This design comes from an exercise in tuning for small area on the open sky130 flow, not from production work. The RTL was checked by simulation tests, not by an equivalence proof against the original design. Power is estimated from default activity; no workload was simulated.

## build 67
// Datapath
module Datapath(
    input clk,
    input rst,
    input [15:0] gpio_in,
    output [15:0] gpio_out,
    output [15:0] imem_addr,
    input  [15:0] imem_rdata,
    output        dmem_en,
    output        dmem_we,
    output [15:0] dmem_addr,
    output [15:0] dmem_wdata,
    input  [15:0] dmem_rdata
);
For scale: roughly 2,200 cells after synthesis, ~290 flip-flops, roughly 120 I/O pins, about 19,000 µm² of cells after synthesis.
==> flow/config.mk <==
export PLATFORM = sky130hd
export DESIGN_NAME = Datapath
export DESIGN_NICKNAME = Datapath
export VERILOG_FILES = /design/flow/design.v
export SDC_FILE = /design/flow/constraint.sdc
export NUM_CORES = 4
export LEC_CHECK = 0
export ABC_AREA = 1
export CAP_MARGIN = 20
export CORE_MARGIN = 2
export CORE_UTILIZATION = 55
export CTS_BUF_LIST = sky130_fd_sc_hd__clkbuf_8
export CTS_CLUSTER_DIAMETER = 200
export CTS_CLUSTER_SIZE = 12
export SLEW_MARGIN = 20
==> flow/constraint.sdc <==
create_clock -name core_clock -period 45.0 [get_ports {clk}]
set_input_delay 9.0000 -clock core_clock [delete_from_list [all_inputs] [get_ports {clk}]]
set_output_delay 9.0000 -clock core_clock [all_outputs]
set_load 0.01 [all_outputs]
standard.sh (not shown) runs the stock make flow with config.mk's settings and CLKGATE_MAP_FILE= SYNTH_SCRIPT=/design/flow/synth_recipe.tcl, a recipe that flattens the netlist after the stock synthesis.
==> flow/flow/run.sh <==
#!/bin/bash
# The standard layout with these changes:
#  - synthesis is the standard flow's own script (synth_recipe.tcl and ORFS's synth.tcl),
#    except that ABC maps the logic with flow/area.script (area-oriented
#    mapping) instead of ORFS's script, and ORFS's full-adder extraction is
#    off (ADDER_MAP_FILE empty), so ABC maps the adders too;
#  - ports are buffered with sky130_fd_sc_hd__buf_1.
# make/ORFS output goes to standard.log here (and to ORFS's logs/).
set -euo pipefail
W=$(pwd)
F=$W/flow
sed "s|log_cmd abc {\*}\$abc_args|log_cmd abc {*}[lreplace \$abc_args 1 1 $F/area.script]|" \
    "$FLOW_HOME/scripts/synth.tcl" > "$W/synth_custom.tcl"
grep -q "$F/area.script" "$W/synth_custom.tcl"
sed "s|\$::env(SCRIPTS_DIR)/synth.tcl|$W/synth_custom.tcl|" "$W/synth_recipe.tcl" > "$W/my_synth.tcl"
grep -q "synth_custom.tcl" "$W/my_synth.tcl"
bash "$W/standard.sh" SYNTH_SCRIPT="$W/my_synth.tcl" ADDER_MAP_FILE= \
    "BUFFER_PORTS_ARGS=-buffer_cell sky130_fd_sc_hd__buf_1" finish > "$W/standard.log" 2>&1
==> flow/flow/area.script <==
strash
dc2
dch -f
map -a
topo
upsize -c
dnsize -c
stime -c
Build 67: all stages complete, timing, DRC and antenna checks passed
Input-level comparison between build 35 and build 67:
==> flow/flow/area.script <==
strash
dch
map -a
topo
upsize -c
dnsize -c
stime -c
-- flow/config.mk --
<<< build 67, line 14
export CTS_CLUSTER_SIZE = 12
export SLEW_MARGIN = 20
>>> build 35, line 14
export CTS_CLUSTER_SIZE = 12
export PLACE_DENSITY = 0.75
export SLEW_MARGIN = 20
==> notes.md <==
[compare] base=build 67 new=build 35: relative area change from synthesis to final layout now smaller; number of buffers and inverters on the critical path dropped 1; clock-pin slew reported for the worst setup and hold paths after clock tree synthesis comparable; met1 track demand over resource in global routing went down.
Area after detailed placement | build 35 above build 67
Between build 67 and build 35, share of the cycle needed by the critical path after routing decreased.
[compare] base=build 67 new=build 35: number of inverters outside the clock class in the layout moved up, total power lost 0.0027 mW, sequential element share of the synthesized area shrank by 0.38 points, final standard cell count with taps included and fillers excluded went up.
Run comparison: build 35 beginning of the critical path imem_rdata[6]; build 67 beginning of the critical path imem_rdata[7]
Run comparison: build 67 standard cell with the maximum stage delay on the critical path sky130_fd_sc_hd__or4_4; build 35 standard cell with the maximum stage delay on the critical path sky130_fd_sc_hd__a2111oi_2
The via count reported for build 35 is higher than the one for build 67.
Input-level comparison between build 78 and build 35:
-- flow/config.mk --
<<< build 35, line 10
export CORE_MARGIN = 2
export CORE_UTILIZATION = 55
export CTS_BUF_LIST = sky130_fd_sc_hd__clkbuf_8
>>> build 78, line 10
export CORE_MARGIN = 2
export CORE_UTILIZATION = 70
export CTS_BUF_LIST = sky130_fd_sc_hd__clkbuf_8
<<< build 35, line 14
export CTS_CLUSTER_SIZE = 12
export PLACE_DENSITY = 0.75
export SLEW_MARGIN = 20
>>> build 78, line 14
export CTS_CLUSTER_SIZE = 12
export SLEW_MARGIN = 20
--- outcome ---
Delta (build 78 minus build 35): worst stage delay on the critical path went up 0.18 ns; global-route track usage on met1 went up 13 points; number of multi-input combinational cells held; estimated wirelength of the detail-placed design went down about 4.5%; critical path depth went down 3.
In the reports for build 35 and build 78, the smaller final hold slack belongs to build 78.
Build 35 and build 78 ended up with nearly the same leakage power.
Between build 35 and build 78, the flow reports maximum operating frequency increasing slightly.
Post-CTS clock slew at the launch and capture registers of the worst setup and hold paths essentially unchanged between build 35 and build 78.
[inputs] build 34 vs build 78
-- flow/flow/run.sh --
<<< build 78, line 6
#    off (ADDER_MAP_FILE empty), so ABC maps the adders too;
#  - ports are buffered with sky130_fd_sc_hd__buf_1.
# make/ORFS output goes to standard.log here (and to ORFS's logs/).
>>> build 34, line 6
#    off (ADDER_MAP_FILE empty), so ABC maps the adders too;
#  - ports are buffered with sky130_fd_sc_hd__buf_1;
#  - after global routing, non-critical cells are downsized (RECOVER_POWER).
# make/ORFS output goes to standard.log here (and to ORFS's logs/).
<<< build 78, line 16
grep -q "synth_custom.tcl" "$W/my_synth.tcl"
bash "$W/standard.sh" SYNTH_SCRIPT="$W/my_synth.tcl" ADDER_MAP_FILE= \
    "BUFFER_PORTS_ARGS=-buffer_cell sky130_fd_sc_hd__buf_1" finish > "$W/standard.log" 2>&1
>>> build 34, line 17
grep -q "synth_custom.tcl" "$W/my_synth.tcl"
bash "$W/standard.sh" SYNTH_SCRIPT="$W/my_synth.tcl" ADDER_MAP_FILE= RECOVER_POWER=100 \
    "BUFFER_PORTS_ARGS=-buffer_cell sky130_fd_sc_hd__buf_1" finish > "$W/standard.log" 2>&1
==> flow/flow/area.script <==
strash
dch
map -a
topo
stime -c
-- flow/config.mk --
<<< build 78, line 10
export CORE_MARGIN = 2
export CORE_UTILIZATION = 70
export CTS_BUF_LIST = sky130_fd_sc_hd__clkbuf_8
>>> build 34, line 10
export CORE_MARGIN = 2
export CORE_UTILIZATION = 55
export CTS_BUF_LIST = sky130_fd_sc_hd__clkbuf_8
### Flow results
- The layout from build 34, despite a flow that completed every stage, fails the layout checks, with the failing checks listed as capacitance limit, slew limit.
- Build 78 → build 34: via count went down about 4%; total power went up 0.78%; area growth from synthesis to layout went up 3.2 points.
- Met2 usage in global routing | build 34 below build 78
diff inputs: build 34 => build 74
-- flow/flow/run.sh --
<<< build 34, line 6
#    off (ADDER_MAP_FILE empty), so ABC maps the adders too;
#  - ports are buffered with sky130_fd_sc_hd__buf_1;
#  - after global routing, non-critical cells are downsized (RECOVER_POWER).
# make/ORFS output goes to standard.log here (and to ORFS's logs/).
>>> build 74, line 6
#    off (ADDER_MAP_FILE empty), so ABC maps the adders too;
#  - ports are buffered with sky130_fd_sc_hd__buf_1.
# make/ORFS output goes to standard.log here (and to ORFS's logs/).
<<< build 34, line 17
grep -q "synth_custom.tcl" "$W/my_synth.tcl"
bash "$W/standard.sh" SYNTH_SCRIPT="$W/my_synth.tcl" ADDER_MAP_FILE= RECOVER_POWER=100 \
    "BUFFER_PORTS_ARGS=-buffer_cell sky130_fd_sc_hd__buf_1" finish > "$W/standard.log" 2>&1
>>> build 74, line 16
grep -q "synth_custom.tcl" "$W/my_synth.tcl"
bash "$W/standard.sh" SYNTH_SCRIPT="$W/my_synth.tcl" ADDER_MAP_FILE= \
    "BUFFER_PORTS_ARGS=-buffer_cell sky130_fd_sc_hd__buf_1" finish > "$W/standard.log" 2>&1
==> flow/flow/area.script <==
strash
dch
map -a
topo
upsize -c
dnsize -c
stime -c
==> comparison <==
Build 74 completed end to end with timing, DRC and antenna clean.
The run with more setup slack is build 74; build 34 has less.
Across both runs, total vias in the final route was lower for build 74 than for build 34.
Between build 74 and build 34, the difference in maximum achievable frequency is negligible.
For sequential share of power, build 74 and build 34 come out practically identical.
After synthesis and placement, the instance count of build 74 is below that of build 34.

---

Setup of build 62:
The RTL this note starts from:
==> flow/design.v <==
`timescale 1ns / 1ps
module PC(
    input clk,
    input rst,
    input jmp,
    output reg [15:0] count
);
    wire [16:0] c;
    assign c[0] = 1'b1;
    genvar i;
    generate
        for (i = 0; i < 16; i = i + 1) begin : g_inc
            assign c[i+1] = c[i] & count[i];
        end
    endgenerate
    wire [15:0] next = count ^ c[15:0];
    always @(posedge clk or posedge rst) begin
        if (rst)
            count <= 16'b0;
        else if (jmp)
            count <= 16'b0;
        else
            count <= next;
    end
endmodule
module ControlUnit (
    input  [3:0] opcode,
    output reg_write,    
    output addsub,       
    output inv,          
    output sel_mul,
    output sel_div,
    output sel_arr,      
    output sel_and,
    output sel_or,
    output sel_xor,
    output sel_not,
    output sel_ld,
    output mem_en,
    output mem_we,
    output jmp
);
    wire [15:0] d = 16'b1 << opcode;
    assign addsub    = d[0] | d[1] | d[11];
    assign inv       = d[1] | d[3];
    assign sel_mul   = d[2];
    assign sel_div   = d[3];
    assign sel_arr   = d[0] | d[1] | d[2] | d[11];
    assign sel_and   = d[4];
    assign sel_or    = d[5];
    assign sel_xor   = d[6];
    assign sel_not   = d[7];
    assign sel_ld    = d[8];
    assign mem_en    = d[8] | d[9];
    assign mem_we    = d[9];
    assign jmp       = d[12];
    assign reg_write = ~(d[9] | d[12] | d[13] | d[14] | d[15]);
endmodule
`timescale 1ns / 1ps
module RegisterFile(
    input clk,
    input rst,
    input [3:0] read_addr1,
    input [3:0] read_addr2,
    input [3:0] write_addr,
    input [15:0] write_data,
    input write_enable,
    output [15:0] read_data1,
    output [15:0] read_data2
);
    reg [15:0] registers [0:15];
    reg [15:0] valid;
    wire [15:0] wsel = write_enable ? (16'b1 << write_addr) : 16'b0;
    wire [15:0] r1sel = (16'b1 << read_addr1) & valid;
    wire [15:0] r2sel = (16'b1 << read_addr2) & valid;
    always @(posedge clk or posedge rst) begin
        if (rst)
            valid <= 16'b0;
        else
            valid <= valid | wsel;
    end
    integer k;
    always @(posedge clk) begin
        for (k = 0; k < 16; k = k + 1)
            if (wsel[k]) registers[k] <= write_data;
    end
    reg [15:0] d1, d2;
    always @(*) begin
        d1 = 16'b0;
        d2 = 16'b0;
        for (k = 0; k < 16; k = k + 1) begin
            d1 = d1 | (registers[k] & {16{r1sel[k]}});
            d2 = d2 | (registers[k] & {16{r2sel[k]}});
        end
    end
    assign read_data1 = d1;
    assign read_data2 = d2;
endmodule
`timescale 1ns / 1ps
module addrow #(parameter W = 16) (
    input  [W-1:0] x,
    input  [W-1:0] y,
    input  cin,
    input  take,
    output [W-1:0] r,
    output cout,
    output [W-1:0] tt,    
    output [W-1:0] gg     
);
    localparam integer L = (W > 8) ? 4 : (W > 4) ? 3 : (W > 2) ? 2 : (W > 1) ? 1 : 0;
    wire [W-1:0] t = x | y;
    wire [W-1:0] g0 = x & y;
    assign tt = t;
    assign gg = g0;
    wire [W-1:0] G [0:L];
    wire [W-1:0] P [0:L];
    wire [W-1:0] cinv = cin;
    assign G[0] = g0 | (t & cinv);
    assign P[0] = t;
    genvar l, j;
    generate
        for (l = 0; l < L; l = l + 1) begin : g_lvl
            for (j = 0; j < W; j = j + 1) begin : g_bit
                if (j & (1 << l)) begin : g_comb
                    localparam integer K = ((j >> (l + 1)) << (l + 1)) + (1 << l) - 1;
                    assign G[l+1][j] = G[l][j] | (P[l][j] & G[l][K]);
                    assign P[l+1][j] = P[l][j] & P[l][K];
                end else begin : g_pass
                    assign G[l+1][j] = G[l][j];
                    assign P[l+1][j] = P[l][j];
                end
            end
        end
    endgenerate
    wire [W:0] c = {G[L], cin};
    assign r = x ^ ({W{take}} & (y ^ c[W-1:0]));
    assign cout = c[W];
endmodule
module muldiv(
    input  [15:0] A,
    input  [15:0] B,
    input  mul,
    input  div,
    input  inv,
    output [15:0] v0,    
    output [15:0] q,     
    output [15:0] px,    
    output [15:0] gx,    
    output bnz           
);
    wire [15:0] by = B ^ {16{inv}};
    wire [16:0] hz;
    assign hz[16] = 1'b1;
    genvar i, j;
    generate
        for (i = 15; i >= 0; i = i - 1) begin : g_hz
            assign hz[i] = hz[i+1] & ~B[i];
        end
    endgenerate
    wire [15:0] v [0:16];
    assign v[16] = 16'b0;
    wire [15:0] qq;
    generate
        for (i = 15; i >= 0; i = i - 1) begin : g_row
            localparam integer W = 16 - i;
            wire xin = A[i] & ~mul;
            wire [W-1:0] x;
            if (W == 1) begin : g_x1
                assign x = xin;
            end else begin : g_xn
                assign x = {v[i+1][W-2:0], xin};
            end
            wire [W-1:0] r, rt, rg;
            wire co;
            wire take;
            addrow #(.W(W)) u_add(.x(x), .y(by[W-1:0]), .cin(inv), .take(take), .r(r),
                                  .cout(co), .tt(rt), .gg(rg));
            assign qq[i] = hz[W] & co;
            if (i > 0) begin : g_tk
                assign take = (div & qq[i]) | (mul & A[i]);
            end else begin : g_tk0
                assign take = ~mul | A[i];
                assign px = rt & ~rg;
                assign gx = rg;
            end
            if (W < 16) begin : g_r
                assign v[i][15:W] = 0;
            end
            assign v[i][W-1:0] = r;
        end
    endgenerate
    assign v0 = v[0];
    assign q = qq;
    assign bnz = ~hz[0];
endmodule
module alu(
    input  [15:0] A,
    input  [15:0] B,
    input  [15:0] mem_rd_data,
    input  addsub, inv, sel_mul, sel_div, sel_arr, sel_and, sel_or, sel_xor, sel_not, sel_ld,
    output [15:0] result
);
    wire [15:0] v0, quot, px, gx;
    wire bnz;
    muldiv u_md(.A(A), .B(B), .mul(sel_mul), .div(sel_div), .inv(inv),
                .v0(v0), .q(quot), .px(px), .gx(gx), .bnz(bnz));
    assign result = ({16{sel_arr}} & v0)
                  | ({16{sel_div & bnz}} & quot)
                  | ({16{sel_and}} & gx)
                  | ({16{sel_or}}  & (px | gx))
                  | ({16{sel_xor}} & px)
                  | ({16{sel_not}} & ~A)
                  | ({16{sel_ld}}  & mem_rd_data);
endmodule
`timescale 1ns / 1ps
module Datapath(
    input clk,
    input rst,
    input [15:0] gpio_in,
    output [15:0] gpio_out,
    output [15:0] imem_addr,
    input  [15:0] imem_rdata,
    output        dmem_en,
    output        dmem_we,
    output [15:0] dmem_addr,
    output [15:0] dmem_wdata,
    input  [15:0] dmem_rdata
);
    wire [3:0] opcode = imem_rdata[15:12];
    wire [3:0] rs1 = imem_rdata[11:8];
    wire [3:0] rs2 = imem_rdata[7:4];
    wire [3:0] rd  = imem_rdata[3:0];
    wire [15:0] A, B, result;
    wire reg_write, addsub, inv, sel_mul, sel_div, sel_arr;
    wire sel_and, sel_or, sel_xor, sel_not, sel_ld, jmp;
    ControlUnit cu(
        .opcode(opcode), .reg_write(reg_write), .addsub(addsub), .inv(inv),
        .sel_mul(sel_mul), .sel_div(sel_div), .sel_arr(sel_arr),
        .sel_and(sel_and), .sel_or(sel_or), .sel_xor(sel_xor), .sel_not(sel_not),
        .sel_ld(sel_ld), .mem_en(dmem_en), .mem_we(dmem_we), .jmp(jmp)
    );
    PC pc_inst(.clk(clk), .rst(rst), .jmp(jmp), .count(imem_addr));
    RegisterFile rf(
        .clk(clk), .rst(rst),
        .read_addr1(rs1), .read_addr2(rs2), .write_addr(rd),
        .write_data(result), .write_enable(reg_write),
        .read_data1(A), .read_data2(B)
    );
    alu alu_inst(
        .A(A), .B(B), .mem_rd_data(dmem_rdata),
        .addsub(addsub), .inv(inv), .sel_mul(sel_mul), .sel_div(sel_div), .sel_arr(sel_arr),
        .sel_and(sel_and), .sel_or(sel_or), .sel_xor(sel_xor), .sel_not(sel_not),
        .sel_ld(sel_ld), .result(result)
    );
    assign gpio_out   = A;
    assign dmem_addr  = B;
    assign dmem_wdata = A;
endmodule
Settings: LEC_CHECK=0, ABC_AREA=1, CAP_MARGIN=20, CORE_MARGIN=2, CORE_UTILIZATION=55, CTS_BUF_LIST=sky130_fd_sc_hd__clkbuf_8, CTS_CLUSTER_DIAMETER=200, CTS_CLUSTER_SIZE=12, SLEW_MARGIN=20; clock period 45.0 ns.
==> flow/flow/run.sh <==
#!/bin/bash
# The standard layout with these changes:
#  - synthesis is the standard flow's own script (synth_recipe.tcl and ORFS's synth.tcl),
#    except that ABC maps the logic with flow/area.script (area-oriented
#    mapping) instead of ORFS's script, and ORFS's full-adder extraction is
#    off (ADDER_MAP_FILE empty), so ABC maps the adders too;
#  - ports are buffered with sky130_fd_sc_hd__buf_1.
# make/ORFS output goes to standard.log here (and to ORFS's logs/).
set -euo pipefail
W=$(pwd)
F=$W/flow
sed "s|log_cmd abc {\*}\$abc_args|log_cmd abc {*}[lreplace \$abc_args 1 1 $F/area.script]|" \
    "$FLOW_HOME/scripts/synth.tcl" > "$W/synth_custom.tcl"
grep -q "$F/area.script" "$W/synth_custom.tcl"
sed "s|\$::env(SCRIPTS_DIR)/synth.tcl|$W/synth_custom.tcl|" "$W/synth_recipe.tcl" > "$W/my_synth.tcl"
grep -q "synth_custom.tcl" "$W/my_synth.tcl"
bash "$W/standard.sh" SYNTH_SCRIPT="$W/my_synth.tcl" ADDER_MAP_FILE= \
    "BUFFER_PORTS_ARGS=-buffer_cell sky130_fd_sc_hd__buf_1" finish > "$W/standard.log" 2>&1
==> flow/flow/area.script <==
strash
&get -n
&dch -f
&nf -R 1000
&put
strash
&get -n
&dch -f
&nf -R 1000
&put
topo
stime -c
Build 62 reached the final stage; the timing, design-rule and antenna checks on its layout passed.
## Diff of input files: build 46 against build 62
==> flow/flow/area.script <==
strash
&get -n
&dch -f
&nf -R 1000
&put
topo
stime -c
--- outcome ---
| non-clock buffer count | lower: build 46 |. Lower adder and majority gate portion of the synthesized area was reported by build 46, not build 62. For endpoint required time on the critical path, build 46 and build 62 come out practically identical. Build 46: layout buffering overhead excluding clock cells 1.0 points below build 62. Taking build 62 as the reference, in build 46 post-synthesis cell type count climbed 2; worst hold slack climbed 0.034 ns; endpoint arrival time on the critical path dropped 0.72 ns. Build 46 ended up with a lower total number of vias than build 62 did. Measured against each other, build 62 and build 46 differ in average wire length per cell after detail routing, the higher figure coming from build 62. Build 46 gives more post-synth net total than build 62 did. Build 46: register-to-register slack 0.80 ns above build 62.
> inputs changed (build 46 -> build 86)
==> flow/flow/area.script <==
strash
dch
map -a
strash
dch
map -a
topo
stime -c
Findings:
Sort build 46 and build 86 by share of the yosys chip area belonging to registers asc -> top: build 86
Measured against each other, build 46 and build 86 differ in fraction of power consumed by sequential logic, the lower figure coming from build 46.
Relative to build 46, critical path data required time has decreased by 0.03 ns in build 86.
The last element of the critical path comes out rf.registers[0][15]$_DFFE_PP_ in one run and rf.registers[13][15]$_DFFE_PP_ in the other, namely in build 46 and build 86 respectively.
Netlist area before placement: lower on build 46
Of the two values seen for launch point of the critical path, imem_rdata[6] was produced by build 86 and imem_rdata[7] by build 46.

## static timing again, ports no longer ideal
The results above use ideal ports. As a check the final layouts listed here were re-extracted and re-timed, cells and wires unchanged.
Step 1 assumes that a clkbuf_16 drives the clock port and a buf_2 every other input.
Step 2, shift: input delay + t, output delay - t, t = (earliest + latest rising clock arrival at the registers) / 2. This alone moves slack from input paths to output paths.
Slacks: ideal ports / drivers / drivers and shift; pairs: ideal ports / drivers.
run | shift t [ns] | setup WS [ns] | worst slew at a driven data input, ns
build 67 | 0.651 | 2.384 / 2.418 / 1.766 | 0.04
build 35 | 0.627 | 2.640 / 2.655 / 2.028 | 0.04
build 78 | 0.635 | 3.284 / 3.308 / 2.673 | 0.05
build 34 | 0.653 | 2.587 / 2.613 / 1.960 | 0.03
build 74 | 0.647 | 2.688 / 2.714 / 2.066 | 0.07
build 62 | 0.609 | 2.225 / 2.239 / 1.630 | 0.07
build 46 | 0.600 | 2.933 / 2.948 / 2.348 | 0.06
build 86 | 0.645 | 3.424 / 3.448 / 2.804 | 0.04
The setup slack of build 34, which loses most, moves by +0.026 ns with the drivers and by -0.627 ns with both steps.
